This design comes from an exercise in tuning for small area and a short achievable clock period on the open sky130 flow, not from production work. Only simulation tests tie the RTL to the original design; equivalence was not proved. Power and IR drop assume default switching activity. No driver is modelled on the clock port, so clocking that relies on it looks cheaper here than on a real chip.

==> design/flow/design.v <==
`timescale 1ns / 1ps
module fifo (
	input  [31:0] DI,
	input         RE,
	input         WE,
	input         clk,
	input         rst,
	output [31:0] res,
	output        read_valid,
	output        r_err,
	output        w_err
);
	reg  [4:0]  head;	 
	reg         empty, full;
	reg  [31:0] rsel;	 
	reg         rv;
	reg  [31:0] dout;
	wire rd = RE & ~empty;
	wire wr = WE & (~full | RE);
	assign r_err      = RE & empty;
	assign w_err      = WE & full;
	assign read_valid = rv;
	assign res        = dout;
	reg [31:0] stage [0:31];
	integer k;
	always @(posedge clk)
		if (wr) begin
			stage[0] <= DI;
			for (k = 1; k < 32; k = k + 1)
				stage[k] <= stage[k-1];
		end
	reg [31:0] rdata;
	integer j;
	always @(*) begin
		rdata = 32'd0;
		for (j = 0; j < 32; j = j + 1)
			rdata = rdata | ({32{rsel[j]}} & stage[j]);
	end
	wire up = wr & ~rd;
	wire dn = rd & ~wr;
	wire [4:0] head_p1 = head + 5'd1;
	wire [4:0] head_m1 = head - 5'd1;
	wire [4:0] head_next = rst ? 5'd31 : up ? head_p1 : dn ? head_m1 : head;
	always @(posedge clk) begin
		dout  <= rdata;
		rv    <= ~rst & rd;
		head  <= head_next;
		empty <= rst | (empty & ~up) | (dn & (head == 5'd0));
		full  <= ~rst & ((full & ~dn) | (up & (head == 5'd30)));
		rsel  <= 32'd1 << head_next;
	end
endmodule
==> design/flow/run.sh <==
#!/bin/bash
# synth_recipe.tcl (not shown) runs the flow's synth.tcl, then flattens the netlist and writes it again
# the make line also repeats each setting of config.mk as NAME=value (left out here)
make -C /OpenROAD-flow-scripts/flow DESIGN_CONFIG=/design/flow/config.mk WORK_HOME=/design/flow/orfs CLKGATE_MAP_FILE= SYNTH_SCRIPT=/design/flow/synth_recipe.tcl finish
==> design/flow/config.mk <==
export PLATFORM = sky130hd
export DESIGN_NAME = fifo
export DESIGN_NICKNAME = fifo
export VERILOG_FILES = /design/flow/design.v
export SDC_FILE = /design/flow/constraint.sdc
export NUM_CORES = 4
export LEC_CHECK = 0
export CAP_MARGIN = 20
export CORE_MARGIN = 2
export CORE_UTILIZATION = 60
export CTS_BUF_LIST = sky130_fd_sc_hd__clkbuf_16
export CTS_CLUSTER_DIAMETER = 100
export CTS_CLUSTER_SIZE = 25
export SETUP_SLACK_MARGIN = 2.9
export SLEW_MARGIN = 20
==> design/flow/constraint.sdc <==
create_clock -name core_clock -period 5.0 [get_ports {clk}]
set_input_delay 1.0000 -clock core_clock [delete_from_list [all_inputs] [get_ports {clk}]]
set_output_delay 1.0000 -clock core_clock [all_outputs]
set_load 0.01 [all_outputs]
==> results of run 1 <==
[cells in the mapped netlist (2+ instances only)]
| cell | instances | area share, % |
|---|---|---|
| buf_6 | 5 | 0.15 |
| o21ai_0 | 3 | 0.039 |
| nand4_1 | 129 | 2.1 |
| nor2_1 | 5 | 0.049 |
| a22oi_1 | 512 | 10 |
| nor3_1 | 21 | 0.28 |
| o22ai_1 | 6 | 0.098 |
| mux2_4 | 2 | 0.079 |
| nand2_1 | 2 | 0.020 |
| clkbuf_1 | 98 | 0.96 |
| ha_1 | 4 | 0.13 |
| nor3_2 | 5 | 0.13 |
| edfxtp_1 | 1024 | 80 |
| nor2b_1 | 2 | 0.033 |
| and2_1 | 3 | 0.049 |
| nand2b_1 | 2 | 0.033 |
| o31ai_1 | 2 | 0.039 |
| or4_1 | 32 | 0.63 |
| nand3_1 | 4 | 0.052 |
| nor4_1 | 10 | 0.16 |
| nor3b_2 | 2 | 0.065 |
| inv_2 | 2 | 0.020 |
| dfxtp_1 | 72 | 3.8 |
| a21oi_1 | 4 | 0.052 |
| inv_1 | 5 | 0.049 |
[report_power, final]
part	switching, W	internal, W	leakage [nW]
clock	0.00268	0.00183	0.824
sequential	0.000478	0.0108	10.6
combinational	0.000705	0.000485	2.39
total	0.00386	0.0131	13.8
[cells by family after synthesis]
logic type      Yosys count  share of synthesized area (%)
fa+ha+maj                 4                          0.131
buf+inv                 112                           1.21
flops                  1096                           84.2
compound gates          537                           10.5
mux                       2                         0.0786
simple gates            224                           3.80
[critical path: cells and delay by family]
kind                   cells  cell delay (ps)
buffers and inverters      2              200
and+or+nand+nor            1              140
[metal layers]
| layer | GRT usage, % | part of all wire [%] |
|---|---|---|
| met5 | 0 | 0 |
| met4 | 7.88 | 2.8 |
| met1 | 45.4 | 40 |
| met2 | 47.6 | 47 |
| met3 | 4.40 | 10 |
[cell type report]
class,count,area share (%)
clock buffers,50,2.95
clock inverters,39,0.346
inverters,8,0.106
multi-input cells,767,13.8
flip-flops and latches,1096,76.2
well taps,846,2.50
repair buffers,160,4.03
repair inverters,1,0.0207
[registers in the layout, summed over array words and instances, names as in the netlist]
register	cells
rv	1
full	1
head	5
empty	1
stage	1024
dout	32
rsel	32
[metrics by stage]
stage	total power, W	std cells
after floorplan	0.0121	1975
after global placement	0.0125	2853
after detailed placement	0.0126	2854
after CTS	0.0170	2952
after global routing	0.0175	2967
final	0.0170	2967
[worst max path at each step]
stage | from | end | slack, ps
6_report | WE | w_err | 2650
5_1_grt | WE | w_err | 2640
4_1_cts | WE | w_err | 2640
3_5_place_dp | WE | stage[8][27] | 1600
3_3_place_gp | WE | stage[21][27] | 1410
2_1_floorplan | full | empty | -13430
[timing repair]
| action | 4_1_cts | 5_1_grt |
|---|---|---|
| cloned | 0 | 2 |
| endpoints found under the hold margin | 0 | 0 |
| gates resized for setup | 200 | 59 |
| pin swaps | 3 | 12 |
| setup endpoints to repair | 1099 | 55 |
| buffers inserted | 9 | 13 |
==> impl_metrics.tcl, run 1 <==
set metrics [dict create \
    status "no timing/DRC/antenna violations" \
    worst-r2r-cell-count 4 \
    io_buffers 70 \
    cts_buffers 49 \
    powerDensity_mw_per_mm2 401 \
    area_delta_synth_final_pct 10.8 \
    drive_gt1_share_pct 13.9 \
    setup_tns_ps 0 \
    holdCritStartpoint "stage[22][7]" \
    final_common_cell "edfxtp_1" \
    grt_max_degree 99 \
    clk_pin_slew_ps 100 \
    synth_edf_count 1024 \
    maxCapViolations 0 \
    fin_crit_ps 2350 \
    die_width_um 256 \
    fin_hold_ws_ps 448 \
    ys_seq_area_share_pct 84.2 \
    initial_core_util_pct 60.7 \
    regArea_mm2 0.0323 \
    cpMaxStageDelayCell "and2_4" \
    r2r_slack_ps 2880 \
    slew_violations 0 \
    wl_per_cell_um 34.2 \
    overflow 0 \
    cts_buffer_depth 3 \
    antenna_found_initial 1 \
    cts_hold_buf 0 \
    die_h_um 256 \
    dr_total_vias 21400 \
    grt_pass1_vias 20300 \
    worst_path_largest_cell_delay_ps 140 \
    min_to "stage[23][7]" \
    pre_cts_slack_ps 1600 \
    hpwl_um 52400 \
    grt_pass1_wl_um 144000 \
    drcViolationCount 0 \
    ir_drop_uv 366 \
    cellLeakagePower_nw 13.8 \
    synth_async_sr_flop_share_pct 0 \
    dieArea_mm2 0.0657 \
    ys_ff_latch 1096 \
    path_cells "buf_8, and2_4, buf_6" \
    utilization_pct 67.3 \
    relSlewSlack_pct 38.1 \
    gp_congestion 0.835 \
    track_usage_pct 30.3 \
    cts.sinks 1096 \
    syn_inst 1975 \
    skew_ps 23.8 \
    vias_per_cell 7.20 \
    setup.worst_path.start_class "input port" \
    fin_crit_sh_pct 47.0 \
    yosysWarningCount 2 \
    arrival_ps 1350 \
    min_path_type "reg2reg" \
    synth_flop_cell "edfxtp_1" \
    fin_nets 2123 \
    hold_viol 0 \
    timing_worst_slew_pin_value_ps 928 \
    wirelength_um 102000 \
    multi_input_area_mm2 0.00586 \
    diodes 0 \
    synth_cell_type_count 44 \
    holdPathStages 0 \
    rows 92 \
    htree_levels 2 \
    synth_area_per_cell_um2 19.4 \
    worst_slack_ps 2650 \
    synth_nets 2015 \
    worstPathRequired_ps 4000 \
    drt_iter0_drc 3229 \
    ant_nets 0 \
    worst-path-max-fanout 2 \
    fillers 4208 \
    final_cell_mix "1024 x edfxtp_1, 512 x a22oi_1, 129 x nand4_1" \
    criticalPathCategory "in2out" \
    clkLatencyLatePin_ps 630 \
    rsz0062_at_grt "true" \
    drt_pass1_iterations 6 \
    cts_root_buf "clkbuf_16" \
    ios 71 \
    worstReg2RegEnd "dout[0]" \
    dpl_cell_area_mm2 0.0404 \
    max_freq_ghz 0.426 \
    end_kind "output pin" \
    r2r-start "rsel[27]" \
    cts_tree "built" \
    core_area_mm2 0.0630 \
    design_area_mm2 0.0424 \
    setup_viol 0 \
    syn-cell-area_mm2 0.0382 \
]
==> run 2: changes to the inputs <==
==> design/flow/flow/run.sh (new file) <==
#!/bin/bash
# The standard layout with two changes: small port buffers (the flow's
# timing repair upsizes those on critical paths) and a clock tree without
# dummy loads.  Each tool's output goes to the ORFS logs under orfs/logs;
# make's own output goes to standard.log here.
set -euo pipefail
bash standard.sh \
  "BUFFER_PORTS_ARGS=-buffer_cell sky130_fd_sc_hd__buf_2" \
  "CTS_ARGS=-sink_clustering_enable -repair_clock_nets -sink_clustering_size 25 -sink_clustering_max_diameter 100 -buf_list sky130_fd_sc_hd__clkbuf_16 -dont_use_dummy_load" \
  finish > standard.log 2>&1
==> design/flow/standard.sh (new file) <==
#!/bin/bash
# synth_recipe.tcl (not shown) runs the flow's synth.tcl, then flattens the netlist and writes it again
# the make line also repeats each setting of config.mk as NAME=value (left out here)
make -C /OpenROAD-flow-scripts/flow DESIGN_CONFIG=/design/flow/config.mk WORK_HOME=/design/flow/orfs CLKGATE_MAP_FILE= SYNTH_SCRIPT=/design/flow/synth_recipe.tcl "${@:-finish}"
removed: design/flow/run.sh
==> run 2 against run 1 <==
- highest routed layer unchanged
- global-route usage down 0.060 points
- clock-buffer cell count decreased by 1
- die area unchanged
- still clean
- setup slack better by 15 ps
- first-iteration DRC count grew 2.0%
- clock power is 2% lower
- total power is 0.93% lower
==> impl_metrics.tcl, run 2 <==
set metrics [dict create \
    worst_slack_ps 2670 \
    end_kind "output pin" \
    cellLeakagePower_nw 13.6 \
    utilization_pct 66.5 \
    power.clock.fraction_pct 26.1 \
    p_sw_share_pct 22.6 \
    dieArea_mm2 0.0657 \
    synth_cell_type_count 44 \
    final_common_cell "edfxtp_1" \
    max_freq_ghz 0.428 \
    ys_ff_latch 1096 \
    synth_area_per_cell_um2 19.4 \
    criticalPathCategory "in2out" \
    io_buffers 70 \
    timing_worst_slew_pin_value_ps 913 \
    ant_nets 0 \
    overflow 0 \
    cts_tree "built" \
    synth.most_common_cell "edfxtp_1" \
    die_h_um 256 \
    htree_levels 2 \
    cts_hold_buf 0 \
    vias_per_cell 7.26 \
    hold_viol 0 \
    clkLatencyLatePin_ps 650 \
    grt_pass1_wl_um 143000 \
    skew_ps 38.6 \
    hpwl_um 51700 \
    worst-path-max-fanout 2 \
    track_usage_pct 30.2 \
    maxCapViolations 0 \
    relSlewSlack_pct 39.1 \
    yosysWarningCount 2 \
    cts_buffer_depth 3 \
    final_cell_mix "1024 x edfxtp_1, 512 x a22oi_1, 129 x nand4_1" \
    worstPathBufferInverterCount 2 \
    initial_core_util_pct 60.7 \
    yosysTopAreaCell "edfxtp_1" \
    min_path_type "reg2reg" \
    largest_reg_flops 1024 \
    p_seq_share_pct 67.0 \
    r2r-start "rsel[13]" \
    drt_iter0_drc 3295 \
    pre_cts_slack_ps 2100 \
    core_area_mm2 0.0630 \
    wirelength_um 101000 \
    ys_top_cells_by_count "1024 x edfxtp_1, 512 x a22oi_1, 129 x nand4_1" \
    drcViolationCount 0 \
    dr_total_vias 21300 \
    clk_pin_slew_ps 90 \
    fin_nets 2125 \
    synth_nets 2015 \
    rsz0062_at_grt "true" \
    setup.worst_path.start_class "input port" \
    p_switching_w 0.00381 \
    wl_per_cell_um 34.4 \
    worstPathRequired_ps 4000 \
    cpMaxStageDelayCell "and2_4" \
    grt_pass1_vias 20500 \
    fin_crit_ps 2330 \
    syn_inst 1975 \
    powerDensity_mw_per_mm2 402 \
    combPwrFrac_pct 6.9 \
    fin_crit_sh_pct 46.7 \
    cts_root_buf "clkbuf_16" \
    regMostFlops "stage" \
    synth_flop_cell "edfxtp_1" \
    synth_top_area_share_pct 80.5 \
    gp_congestion 0.810 \
    setup_viol 0 \
    cts.sinks 1096 \
    cts_buffers 49 \
    ys_seq_area_share_pct 84.2 \
    ir_drop_uv 303 \
    drive_gt1_share_pct 15.7 \
    path_cells "buf_8, and2_4, buf_6" \
    grt_max_degree 92 \
    synth_edf_count 1024 \
    largest_registers "stage (1024), dout (32), rsel (32)" \
    antenna_found_initial 1 \
    slew_violations 0 \
    synthTopCellsByArea "edfxtp_1 80%, a22oi_1 10%, dfxtp_1 3.8%" \
    syn-cell-area_mm2 0.0382 \
    drt_pass1_iterations 6 \
    worst_path_largest_cell_delay_ps 130 \
    rows 92 \
    area_delta_synth_final_pct 9.64 \
    p_int_w 0.0130 \
    path_delay_family "buffers and inverters" \
    synth_async_sr_flop_share_pct 0 \
    arrival_ps 1330 \
    power.total_w 0.0168 \
    ios 71 \
    cp-startpoint "RE" \
    status "no timing/DRC/antenna violations" \
    setup_tns_ps 0 \
    holdCritStartpoint "stage[25][9]" \
    die_width_um 256 \
]
run 2: metrics by stage:
stage                     hold slack [ps]  cells  area, um2
after global placement                429   2854      40000
final                                 445   2931      41900
after floorplan                       427   1975      38300
after CTS                             433   2917      41600
after global routing                  436   2929      41900
after detailed placement              433   2855      40000
run 2: final timing paths:
path	endpoint	slack, ps	cells past startpoint
max	r_err	2670	3
min	stage[26][9]	450	0
max reg2reg	dout[17]	2890	4
min reg2reg	stage[26][9]	450	0
run 2: kinds of logic after synthesis:
logic type                 Yosys count  share of synthesized area, %
buffers and inverters              112                          1.21
and+or+nand+nor                    224                          3.80
adders and majority gates            4                         0.131
muxes                                2                        0.0786
DFF                               1096                          84.2
AOI/OAI and AO/OA                  537                          10.5
run 2: final cells by class:
class,instances,area (um2)
Inverter,8,46.3
Timing Repair Buffer,163,1460
Fill cell,4261,21100
Clock buffer,49,1230
Sequential cell,1096,32300
Tap cell,846,1060
Multi-Input combinational cell,767,5840
Antenna cell,2,5.00
run 2: routing by layer:
| layer | up-vias | GRT usage, % | share of wire, % |
|---|---|---|---|
| met5 | - | 0 | 0 |
| met3 | 226 | 5.96 | 11 |
| met2 | 1403 | 46.7 | 47 |
| met1 | 11100 | 43.8 | 39 |
| li1 | 8555 | - | - |
| met4 | 0 | 10.4 | 3.5 |
run 2: timing repair:
| item | 4_1_cts | 5_1_grt |
|---|---|---|
| pin swaps | 9 | 10 |
| setup endpoints to repair | 324 | 62 |
| resized for setup | 58 | 36 |
| setup buffers | 13 | 12 |
| gates cloned | 0 | 0 |
run 2: power by group through the flow:
stage                     clock network (W)  registers [W]  logic, W
final                               0.00440         0.0113   0.00116
after global placement                    0         0.0114  0.000994
after CTS                           0.00447         0.0113   0.00110
after detailed placement                  0         0.0114   0.00101
after floorplan                           0         0.0116  0.000529
after global routing                0.00475         0.0113   0.00123
run 2: worst register-to-register path, stage by stage (launching register included):
cell and delay (ps):
dfxtp_2 520, buf_4 440, a22oi_1 240, nand4_1 110, or4_1 630
==> run 3: changes to the inputs <==
--- a/design/flow/flow/run.sh
+++ b/design/flow/flow/run.sh
@@ -7,3 +7,3 @@
 bash standard.sh \
-  "BUFFER_PORTS_ARGS=-buffer_cell sky130_fd_sc_hd__buf_2" \
+  "BUFFER_PORTS_ARGS=-buffer_cell sky130_fd_sc_hd__buf_1" \
   "CTS_ARGS=-sink_clustering_enable -repair_clock_nets -sink_clustering_size 25 -sink_clustering_max_diameter 100 -buf_list sky130_fd_sc_hd__clkbuf_16 -dont_use_dummy_load" \
--- a/design/flow/config.mk
+++ b/design/flow/config.mk
@@ -13,3 +13,3 @@
 export CTS_CLUSTER_SIZE = 25
-export SETUP_SLACK_MARGIN = 2.9
+export SETUP_SLACK_MARGIN = 2.7
 export SLEW_MARGIN = 20
==> run 3 against run 2 <==
- sequential cell count unchanged
- cell count down 0.55%
- hold slack about the same
- register-to-register slack worse by 40 ps
- clock power about the same
- global-route usage up 0.38 points
- critical path type unchanged
- die area unchanged
- synthesized cell count unchanged
- largest cell class unchanged
- sequential share of layout area up 0.96 points
==> impl_metrics.tcl, run 3 <==
set metrics [dict create \
    status "no timing/DRC/antenna violations" \
    ios 71 \
    largest_reg_flops 1024 \
    yosysWarningCount 2 \
    htree_levels 2 \
    min_path_type "reg2reg" \
    antenna_found_initial 0 \
    cts_root_buf "clkbuf_16" \
    rows 92 \
    worstPathRequired_ps 4000 \
    clkLatencyLatePin_ps 640 \
    fin_crit_sh_pct 46.8 \
    dpl_cell_area_mm2 0.0400 \
    fin_crit_ps 2340 \
    gp_congestion 0.819 \
    max_freq_ghz 0.427 \
    maxCapViolations 0 \
    worst-path-max-fanout 4 \
    cts_buffer_depth 3 \
    setup_viol 0 \
    relSlewSlack_pct 39.5 \
    core_area_mm2 0.0630 \
    initial_core_util_pct 60.7 \
    io_buffers 70 \
    syn_inst 1975 \
    synth.most_common_cell "edfxtp_1" \
    drt_pass1_iterations 6 \
    area_delta_synth_final_pct 8.18 \
    syn-cell-area_mm2 0.0382 \
    wirelength_um 101000 \
    clk_pin_slew_ps 90 \
    cts_tree "built" \
    largest_registers "stage (1024), dout (32), rsel (32)" \
    combPwrFrac_pct 6.2 \
    arrival_ps 1340 \
    final_common_cell "edfxtp_1" \
    drive_gt1_share_pct 9.91 \
    hold_viol 0 \
    slew_violations 0 \
    timing_worst_slew_pin_value_ps 907 \
    wl_per_cell_um 34.8 \
    design_area_mm2 0.0413 \
    pre_cts_slack_ps 1720 \
    regMostFlops "stage" \
    setup.worst_path.start_class "input port" \
    vias_per_cell 7.23 \
    p_int_w 0.0129 \
    synthTopCellsByArea "edfxtp_1 80%, a22oi_1 10%, dfxtp_1 3.8%" \
    setup_tns_ps 0 \
    powerDensity_mw_per_mm2 402 \
    grt_max_degree 89 \
    dieArea_mm2 0.0657 \
    dr_total_vias 21100 \
    ys_seq_area_share_pct 84.2 \
    fillers 4240 \
    cts.sinks 1096 \
    cellLeakagePower_nw 13.3 \
    hpwl_um 51500 \
    cts_buffers 49 \
    synth_nets 2015 \
    ant_nets 0 \
    overflow 0 \
    grt_pass1_vias 20500 \
    track_usage_pct 30.6 \
    rsz0062_at_grt "true" \
    ys_top_cells_by_count "1024 x edfxtp_1, 512 x a22oi_1, 129 x nand4_1" \
    p_seq_share_pct 67.4 \
    synth_top_area_share_pct 80.5 \
    synth_edf_count 1024 \
    synth_async_sr_flop_share_pct 0 \
    diodes 0 \
    p_sw_share_pct 22.6 \
    ir_drop_uv 320 \
    criticalPathCategory "in2out" \
    synth_flop_cell "edfxtp_1" \
    end_kind "output pin" \
    ys_ff_latch 1096 \
    synth_cell_type_count 44 \
    drcViolationCount 0 \
    drt_iter0_drc 3190 \
    yosysTopAreaCell "edfxtp_1" \
    die_h_um 256 \
    fin_nets 2111 \
    final_cell_mix "1024 x edfxtp_1, 512 x a22oi_1, 129 x nand4_1" \
    worst_slack_ps 2660 \
    grt_pass1_wl_um 145000 \
    p_switching_w 0.00376 \
    skew_ps 25.2 \
    die_width_um 256 \
    synth_area_per_cell_um2 19.4 \
    power.clock.fraction_pct 26.4 \
]
-- run 3: cell counts after synthesis --
Identical to the previous run, type by type.
-- run 3: path summary, 6_finish.rpt --
check | cells after the start | endpoint | from | slack, ps
min | 0 | stage[7][11] | stage[6][11] | 450
min reg2reg | 0 | stage[7][11] | stage[6][11] | 450
max reg2reg | 4 | dout[30] | rsel[9] | 2850
max | 3 | w_err | WE | 2660
-- run 3: worst max-delay path: stages --
cell    delay (ps)
buf_12         100
and2_4         130
buf_6          110
-- run 3: area by class of cell --
| class | instances | area (um2) | area share (%) |
|---|---|---|---|
| clock buffers | 49 | 1230 | 2.97 |
| inverters | 8 | 35.0 | 0.0847 |
| multi-input cells | 767 | 5660 | 13.7 |
| flip-flops and latches | 1096 | 32200 | 78.0 |
| well taps | 846 | 1060 | 2.56 |
| repair buffers | 149 | 1120 | 2.72 |
-- run 3: routing by layer --
metal	GRT usage, %	part of all wire (%)	up-vias
li1	-	-	8520
met1	45.5	40	11000
met2	46.3	46	1375
met3	6.90	12	169
met4	8.72	3.0	0
met5	0	0	-
-- run 3: kinds of logic (layout without fill, tap and decap cells) --
family                   after synthesis  after routing  synth area share (%)
flip-flops                          1096           1096                  84.2
AO/OA/AOI/OAI                        537            537                  10.5
AND/OR/NAND/NOR                      224            224                  3.80
buffers and inverters                112            206                  1.21
adder cells (fa/ha/maj)                4              4                 0.131
multiplexers                           2              2                0.0786
-- run 3: repair_timing --
item,4_1_cts,5_1_grt
gates resized for setup,9,11
buffers inserted,5,6
endpoints found under the setup margin,922,33
pin swaps,1,0
hold buffers,0,0
-- run 3: through the flow --
stage / cells / power, W / hold WS (ps) / util [%]
global placement: 2855 / 0.0124 / 429 / 63.5
CTS: 2909 / 0.0167 / 440 / 65.5
floorplan: 1975 / 0.0121 / 427 / -
finish: 2915 / 0.0166 / 446 / 65.7
detailed placement: 2855 / 0.0124 / 433 / 63.5
global route: 2915 / 0.0171 / 455 / 65.7
-- run 3: power by group through the flow --
| stage | combinational [W] | clock [W] | sequential (W) |
|---|---|---|---|
| 5_1_grt | 0.00111 | 0.00475 | 0.0113 |
| 6_report | 0.00103 | 0.00439 | 0.0112 |
| 2_1_floorplan | 0.000529 | 0 | 0.0116 |
| 4_1_cts | 0.00102 | 0.00444 | 0.0112 |
| 3_5_place_dp | 0.00101 | 0 | 0.0114 |
| 3_3_place_gp | 0.00100 | 0 | 0.0114 |
==> run 4: changes to the inputs <==
==> design/flow/flow/run.sh (replaced) <==
#!/bin/bash
# The standard layout with three changes:
#  - the read multiplexer of the standard synthesis is re-mapped with larger
#    AND-OR cells (flow/remap_readmux.py; registers are untouched),
#  - small port buffers (timing repair upsizes those on critical paths),
#  - a clock tree without dummy loads.
# make's output goes to standard_synth.log and standard.log here, each
# tool's own log to orfs/logs/.
set -euo pipefail
ARGS=(
  "BUFFER_PORTS_ARGS=-buffer_cell sky130_fd_sc_hd__buf_1"
  "CTS_ARGS=-sink_clustering_enable -repair_clock_nets -sink_clustering_size 25 -sink_clustering_max_diameter 100 -buf_list sky130_fd_sc_hd__clkbuf_16 -dont_use_dummy_load"
)
bash standard.sh "${ARGS[@]}" synth > standard_synth.log 2>&1
R=orfs/results/sky130hd/fifo/base
cp $R/1_2_yosys.v $R/1_2_yosys_standard.v
python3 flow/remap_readmux.py $R/1_2_yosys_standard.v $R/1_2_yosys.v > remap.log 2>&1
# rebuild the synthesis database from the re-mapped netlist
rm -f $R/1_synth.odb $R/1_synth.sdc
bash standard.sh "${ARGS[@]}" finish > standard.log 2>&1
==> design/flow/flow/remap_readmux.py (new file) <==
#!/usr/bin/env python3
"""Re-map the read multiplexer of a Yosys netlist with fewer, larger cells.

Finds every or4 whose four inputs come from nand4 cells whose inputs all come
from a22oi cells (an AND-OR of 32 two-input terms), and rebuilds it as ten
a222oi plus one a22oi, two nand4 and a nand3, and an or3.  The function is
unchanged; only combinational cells are touched.

usage: remap_readmux.py IN.v OUT.v
"""
import re
import sys
from collections import Counter

P = 'sky130_fd_sc_hd__'
src = open(sys.argv[1]).read()

inst_re = re.compile(r'^\s*(' + P + r'\w+)\s+(\S+)\s*\((.*?)\);\n', re.M | re.S)
pin_re = re.compile(r'\.(\w+)\(([^()]*)\)')
cells = {}
for m in inst_re.finditer(src):
    pins = {k: v.strip() for k, v in pin_re.findall(m.group(3))}
    cells[m.group(2)] = dict(type=m.group(1), pins=pins, span=m.span())

use = Counter()
drv = {}
for n, c in cells.items():
    for k, v in c['pins'].items():
        if k in ('X', 'Y'):
            drv[v] = n
        else:
            use[v] += 1
# nets also used by assign statements or ports count as extra uses
for v in re.findall(r'assign\s+\S+\s*=\s*(\S+?)\s*;', src):
    use[v] += 1


def is_type(n, base):
    return n is not None and re.fullmatch(P + base + r'_\d+', cells[n]['type'])


def net_name(s):
    return s if s.startswith('\\') else s


remove = set()
groups = []
for n, c in cells.items():
    if not is_type(n, 'or4'):
        continue
    terms = []
    inner = []
    ok = True
    for k in ('A', 'B', 'C', 'D'):
        nd = drv.get(c['pins'][k])
        if not is_type(nd, 'nand4') or use[c['pins'][k]] != 1:
            ok = False
            break
        inner.append(nd)
        for kk in ('A', 'B', 'C', 'D'):
            net = cells[nd]['pins'][kk]
            a = drv.get(net)
            if not is_type(a, 'a22oi') or use[net] != 1:
                ok = False
                break
            inner.append(a)
            p = cells[a]['pins']
            terms.append((p['A1'], p['A2']))
            terms.append((p['B1'], p['B2']))
        if not ok:
            break
    if not ok or len(terms) != 32:
        continue
    remove.add(n)
    remove.update(inner)
    groups.append((c['pins']['X'], terms))

# drop the old cells
spans = sorted(cells[n]['span'] for n in remove)
out = []
pos = 0
for a, b in spans:
    out.append(src[pos:a])
    pos = b
out.append(src[pos:])
body = ''.join(out)

wires = []
new = []
k = 0


def cell(t, pins):
    global k
    k += 1
    conn = ',\n'.join('    .%s(%s)' % (p, v if not v.startswith('\\') else v + ' ') for p, v in pins)
    new.append('  %s%s rmx_c%d (\n%s\n  );\n' % (P, t, k, conn))


def wire():
    global k
    k += 1
    w = 'rmx_n%d' % k
    wires.append('  wire %s;\n' % w)
    return w


for out_net, terms in groups:
    g = []
    for i in range(0, 30, 3):
        w = wire()
        t = terms[i:i + 3]
        cell('a222oi_1', [('A1', t[0][0]), ('A2', t[0][1]), ('B1', t[1][0]), ('B2', t[1][1]),
                          ('C1', t[2][0]), ('C2', t[2][1]), ('Y', w)])
        g.append(w)
    w = wire()
    t = terms[30:32]
    cell('a22oi_1', [('A1', t[0][0]), ('A2', t[0][1]), ('B1', t[1][0]), ('B2', t[1][1]), ('Y', w)])
    g.append(w)
    h = [wire(), wire(), wire()]
    cell('nand4_1', [('A', g[0]), ('B', g[1]), ('C', g[2]), ('D', g[3]), ('Y', h[0])])
    cell('nand4_1', [('A', g[4]), ('B', g[5]), ('C', g[6]), ('D', g[7]), ('Y', h[1])])
    cell('nand3_1', [('A', g[8]), ('B', g[9]), ('C', g[10]), ('Y', h[2])])
    cell('or3_1', [('A', h[0]), ('B', h[1]), ('C', h[2]), ('X', out_net)])

i = body.rindex('endmodule')
body = body[:i] + ''.join(wires) + ''.join(new) + body[i:]
open(sys.argv[2], 'w').write(body)
sys.stderr.write('remap_readmux: rebuilt %d multiplexer bits, removed %d cells, added %d\n'
                 % (len(groups), len(remove), len(new)))
==> run 4 against run 3 <==
- first-iteration DRC count increased by 56%
- still clean
- area after synthesis decreased by 1.8%
- global-route usage decreased by 0.48 points
- hold slack improved by 5.7 ps
- register-to-register slack about the same
- sequential share of layout area increased by 1.6 points
- core utilization decreased by 0.15 points
- cell count decreased by 7.3%
- critical path depth unchanged
- clock skew increased by 6.4 ps
- combinational power about the same
==> impl_metrics.tcl, run 4 <==
set metrics [dict create \
    status "no timing/DRC/antenna violations" \
    place_inst 2641 \
    p_int_w 0.0129 \
    grt_pass1_vias 19400 \
    die_width_um 254 \
    dieArea_mm2 0.0646 \
    relSlewSlack_pct 39.8 \
    drcViolationCount 0 \
    hpwl_um 48700 \
    skew_ps 31.6 \
    worstPathBufferInverterCount 2 \
    rsz0062_at_grt "true" \
    combPwrFrac_pct 6.2 \
    cts_root_buf "clkbuf_16" \
    final_cell_mix "1024 x edfxtp_1, 320 x a222oi_1, 66 x buf_1" \
    drt_iter0_drc 4965 \
    path_delay_family "buffers and inverters" \
    hold_viol 0 \
    cts_buffers 49 \
    maxCapViolations 0 \
    overflow 0 \
    syn-cell-area_mm2 0.0375 \
    slew_violations 0 \
    wirelength_um 97800 \
    ant_nets 0 \
    gp_congestion 0.812 \
    regArea_mm2 0.0322 \
    power.clock.fraction_pct 26.3 \
    largest_reg_flops 1024 \
    cts_tree "built" \
    max_freq_ghz 0.426 \
    criticalPathCategory "in2out" \
    p_switching_w 0.00373 \
    fin_crit_sh_pct 47.0 \
    io_buffers 70 \
    ir_drop_uv 261 \
    syn_inst 1783 \
    cts.sinks 1096 \
    r2r_slack_ps 2860 \
    track_usage_pct 30.1 \
    p_seq_share_pct 67.5 \
    die_h_um 254 \
    cts_hold_buf 0 \
    synth_nets 1823 \
    end_kind "output pin" \
    p_sw_share_pct 22.4 \
    setup_viol 0 \
    fin_crit_ps 2350 \
    largest_registers "stage (1024), dout (32), rsel (32)" \
    fillers 4143 \
    htree_levels 2 \
    setup.worst_path.start_class "input port" \
    cts_buffer_depth 3 \
    drt_pass1_iterations 10 \
    ios 71 \
    cpMaxStageDelayCell "and2_4" \
    regMostFlops "stage" \
    wl_per_cell_um 36.2 \
    arrival_ps 1350 \
    powerDensity_mw_per_mm2 410 \
    antenna_found_initial 2 \
    initial_core_util_pct 60.7 \
    dpl_cell_area_mm2 0.0391 \
    area_delta_synth_final_pct 7.91 \
    worst_path_largest_cell_delay_ps 130 \
    drive_gt1_share_pct 10.2 \
    core_area_mm2 0.0618 \
    min_path_type "reg2reg" \
    clk_pin_slew_ps 100 \
    multi_input_area_mm2 0.00498 \
    clkLatencyLatePin_ps 640 \
    timing_worst_slew_pin_value_ps 903 \
    grt_pass1_wl_um 137000 \
    dr_total_vias 20200 \
    worstPathRequired_ps 4000 \
    fin_nets 1905 \
    final_common_cell "edfxtp_1" \
    vias_per_cell 7.49 \
    grt_max_degree 118 \
    setup_tns_ps 0 \
    cellLeakagePower_nw 13.1 \
    path_cells "buf_8, and2_4, buf_6" \
    design_area_mm2 0.0405 \
    final_cells 2702 \
    yosysWarningCount 2 \
    synth_area_per_cell_um2 21.1 \
    worst-path-max-fanout 4 \
    rows 91 \
]
## run 4: power by group through the flow
stage               logic (W)  clock network [W]  registers (W)
global placement      0.00100                  0         0.0114
global route          0.00110            0.00473         0.0113
floorplan            0.000556                  0         0.0115
CTS                   0.00102            0.00444         0.0112
finish                0.00103            0.00438         0.0112
detailed placement    0.00101                  0         0.0114
## run 4: metal layers
metal	GRT usage (%)	vias to the layer above	wire length [um]
met5	0	-	0
met4	10.3	0	3580
met3	6.87	202	13200
met2	45.6	1545	44800
met1	43.9	10400	36300
li1	-	8111	-
## run 4: through the flow
stage               total power, W  hold slack (ps)  utilization (%)  setup WS [ps]
floorplan                   0.0121              425                -         -13430
global placement            0.0124              427             63.3           1840
detailed placement          0.0124              433             63.3           1810
CTS                         0.0167              447             65.4           2660
global route                0.0171              449             65.5           2650
finish                      0.0166              451             65.5           2650
## run 4: layout make-up
type | count | share of cell area [%]
antenna | 2 | 0.0124
clock buffer | 49 | 3.03
inverter | 8 | 0.0865
multi-input combinational | 575 | 12.3
sequential | 1096 | 79.6
tap | 837 | 2.59
timing repair buffer | 135 | 2.42
## run 4: final timing paths
path,from,end,depth (start not counted)
worst max-delay path,WE,w_err,3
worst min-delay path,stage[16][6],stage[17][6],0
worst max register to register,head[0],rsel[19],6
worst min register to register,stage[16][6],stage[17][6],0
## run 4: repair_timing
item | 4_1_cts | 5_1_grt
buffers inserted | 5 | 5
pin swaps | 0 | 1
gates resized for setup | 15 | 2
setup endpoints to repair | 746 | 398
==> run 5: changes to the inputs <==
--- a/design/flow/flow/run.sh
+++ b/design/flow/flow/run.sh
@@ -11,3 +11,3 @@
   "BUFFER_PORTS_ARGS=-buffer_cell sky130_fd_sc_hd__buf_1"
-  "CTS_ARGS=-sink_clustering_enable -repair_clock_nets -sink_clustering_size 25 -sink_clustering_max_diameter 100 -buf_list sky130_fd_sc_hd__clkbuf_16 -dont_use_dummy_load"
+  "CTS_ARGS=-sink_clustering_enable -repair_clock_nets -sink_clustering_size 30 -sink_clustering_max_diameter 100 -buf_list sky130_fd_sc_hd__clkbuf_16 -dont_use_dummy_load"
 )
--- a/design/flow/config.mk
+++ b/design/flow/config.mk
@@ -9,6 +9,6 @@
 export CORE_MARGIN = 2
-export CORE_UTILIZATION = 60
+export CORE_UTILIZATION = 70
 export CTS_BUF_LIST = sky130_fd_sc_hd__clkbuf_16
 export CTS_CLUSTER_DIAMETER = 100
-export CTS_CLUSTER_SIZE = 25
+export CTS_CLUSTER_SIZE = 30
 export SETUP_SLACK_MARGIN = 2.7
==> run 5 against run 4 <==
- still clean on timing, DRC and antenna
- first-iteration DRC count rose by 1.5%
- critical path depth did not move
- setup slack got worse by 2.0 ps
- core utilization rose by 10 points
- critical endpoint is now r_err
- largest cell class unchanged
- largest power group unchanged
- highest routed layer unchanged
==> impl_metrics.tcl, run 5 <==
set metrics [dict create \
    status "no timing/DRC/antenna violations" \
    setup_tns_ps 0 \
    rows 84 \
    antenna_found_initial 1 \
    vias_per_cell 8.10 \
    ant_nets 0 \
    grt_max_degree 171 \
    end_kind "output pin" \
    powerDensity_mw_per_mm2 406 \
    regMostFlops "stage" \
    largest_reg_flops 1024 \
    grt_pass1_wl_um 134000 \
    dpl_cell_area_mm2 0.0389 \
    grt_pass1_vias 19600 \
    cts_tree "built" \
    timing_worst_slew_pin_value_ps 898 \
    fin_crit_sh_pct 47.0 \
    synth_nets 1823 \
    yosysWarningCount 2 \
    min_path_type "reg2reg" \
    fin_crit_ps 2350 \
    setup.worst_path.start_class "input port" \
    io_buffers 70 \
    drt_iter0_drc 5038 \
    cts_buffers 42 \
    setup_viol 0 \
    worst-path-max-fanout 5 \
    route.met3.wl_um 13700 \
    worstPathRequired_ps 4000 \
    overflow 0 \
    hold_viol 0 \
    holdCritStartpoint "stage[5][0]" \
    cellLeakagePower_nw 13.0 \
    wl_per_cell_um 37.3 \
    slew_violations 0 \
    synth_area_per_cell_um2 21.1 \
    ir_drop_uv 268 \
    drt_pass1_iterations 7 \
    cts_root_buf "clkbuf_16" \
    power.total_w 0.0163 \
    design_area_mm2 0.0401 \
    drcViolationCount 0 \
    max_freq_ghz 0.425 \
    die_width_um 236 \
    syn_inst 1783 \
    syn-cell-area_mm2 0.0375 \
    area_delta_synth_final_pct 6.75 \
    maxCapViolations 0 \
    track_usage_pct 33.7 \
    arrival_ps 1350 \
    topRoutingLayerUsed "met4" \
    skew_ps 36.8 \
    dieArea_mm2 0.0555 \
    clk_pin_slew_ps 110 \
    final_cell_mix "1024 x edfxtp_1, 320 x a222oi_1, 66 x buf_1" \
    relSlewSlack_pct 40.1 \
    cts_buffer_depth 3 \
    dr_total_vias 20600 \
    clkLatencyLatePin_ps 630 \
    r2r-start "rsel[16]" \
    criticalPathCategory "in2out" \
    ios 71 \
    gp_congestion 0.827 \
    hpwl_um 46700 \
    wirelength_um 94800 \
    route.met2.wl_um 44400 \
    rsz0062_at_grt "true" \
    cts.sinks 1096 \
    drive_gt1_share_pct 9.62 \
    largest_registers "stage (1024), dout (32), rsel (32)" \
    cp-startpoint "RE" \
    fin_nets 1892 \
    m1WireLength_um 33000 \
    final_common_cell "edfxtp_1" \
    core_area_mm2 0.0528 \
    initial_core_util_pct 71.1 \
    htree_levels 2 \
    fin_hold_ws_ps 443 \
    die_h_um 236 \
]
run 5: area by class of cell:
type	instances	area (um2)
antenna	2	5.00
clock buffer	42	1050
fill	2926	12700
inverter	8	35.0
multi-input combinational	575	4980
sequential	1096	32200
tap	688	861
timing repair buffer	129	902
run 5: worst paths after layout:
kind                  to  slack (ps)  cells past startpoint
max                r_err        2650                      3
min          stage[6][0]         440                      0
max reg2reg     dout[31]        2840                      4
min reg2reg  stage[6][0]         440                      0
run 5: worst max-delay path, stage by stage:
cell and delay [ps]:
buf_6 100, and2_4 130, buf_6 110
run 5: report_power, final:
part / total, W / switching (W) / internal (W)
Combinational: 0.00103 / 0.000701 / 0.000327
Clock: 0.00401 / 0.00249 / 0.00152
Sequential: 0.0112 / 0.000405 / 0.0108
Total: 0.0163 / 0.00359 / 0.0127
run 5: stage by stage:
step,cells,worst slack [ps],util [%]
floorplan,1783,-13430,-
global placement,2488,1830,73.7
detailed placement,2488,1790,73.7
CTS,2533,2660,75.8
global route,2538,2640,75.9
finish,2540,2650,75.9
run 5: repair_timing:
item	CTS	global route
hold endpoints to repair	0	0
endpoints found under the setup margin	749	638
setup buffers	3	4
cloned	0	1
resized for setup	14	6
hold buffers	0	0
pin swaps	0	1
run 5: routing by layer:
metal	vias up	GRT usage [%]
met2	1891	51.8
met3	224	6.64
met5	-	0
li1	8094	-
met1	10400	49.1
met4	0	13.4

-- separate check: timing with driven ports --
The flow's constraints put no driver on any port. The routed layouts listed below were extracted and timed again, unchanged, in two steps.
Step 1: set_driving_cell puts a clkbuf_16 on clk and a buf_2 on each other input, an assumption about the parent block.
Step 2 moves the port delays by t, midway between the first and last clock arrival at a register: inputs arrive t later, outputs are due t later. That takes back most of the time a late clock gives input paths.
a / b / c = ideal ports / drivers / drivers and shift; a / b = the first two.
run	t (ns)	setup slack, ns	slew at the worst register clock pin (ns)
run 1	0.682	2.650 / 2.608 / 2.065	0.10 / 0.10
run 2	0.691	2.665 / 2.627 / 2.224	0.10 / 0.10
run 3	0.691	2.660 / 2.614 / 2.119	0.10 / 0.10
run 4	0.685	2.652 / 2.614 / 2.067	0.10 / 0.10
run 5	0.670	2.650 / 2.614 / 2.183	0.11 / 0.11
After both steps setup and hold are still met in every run listed.
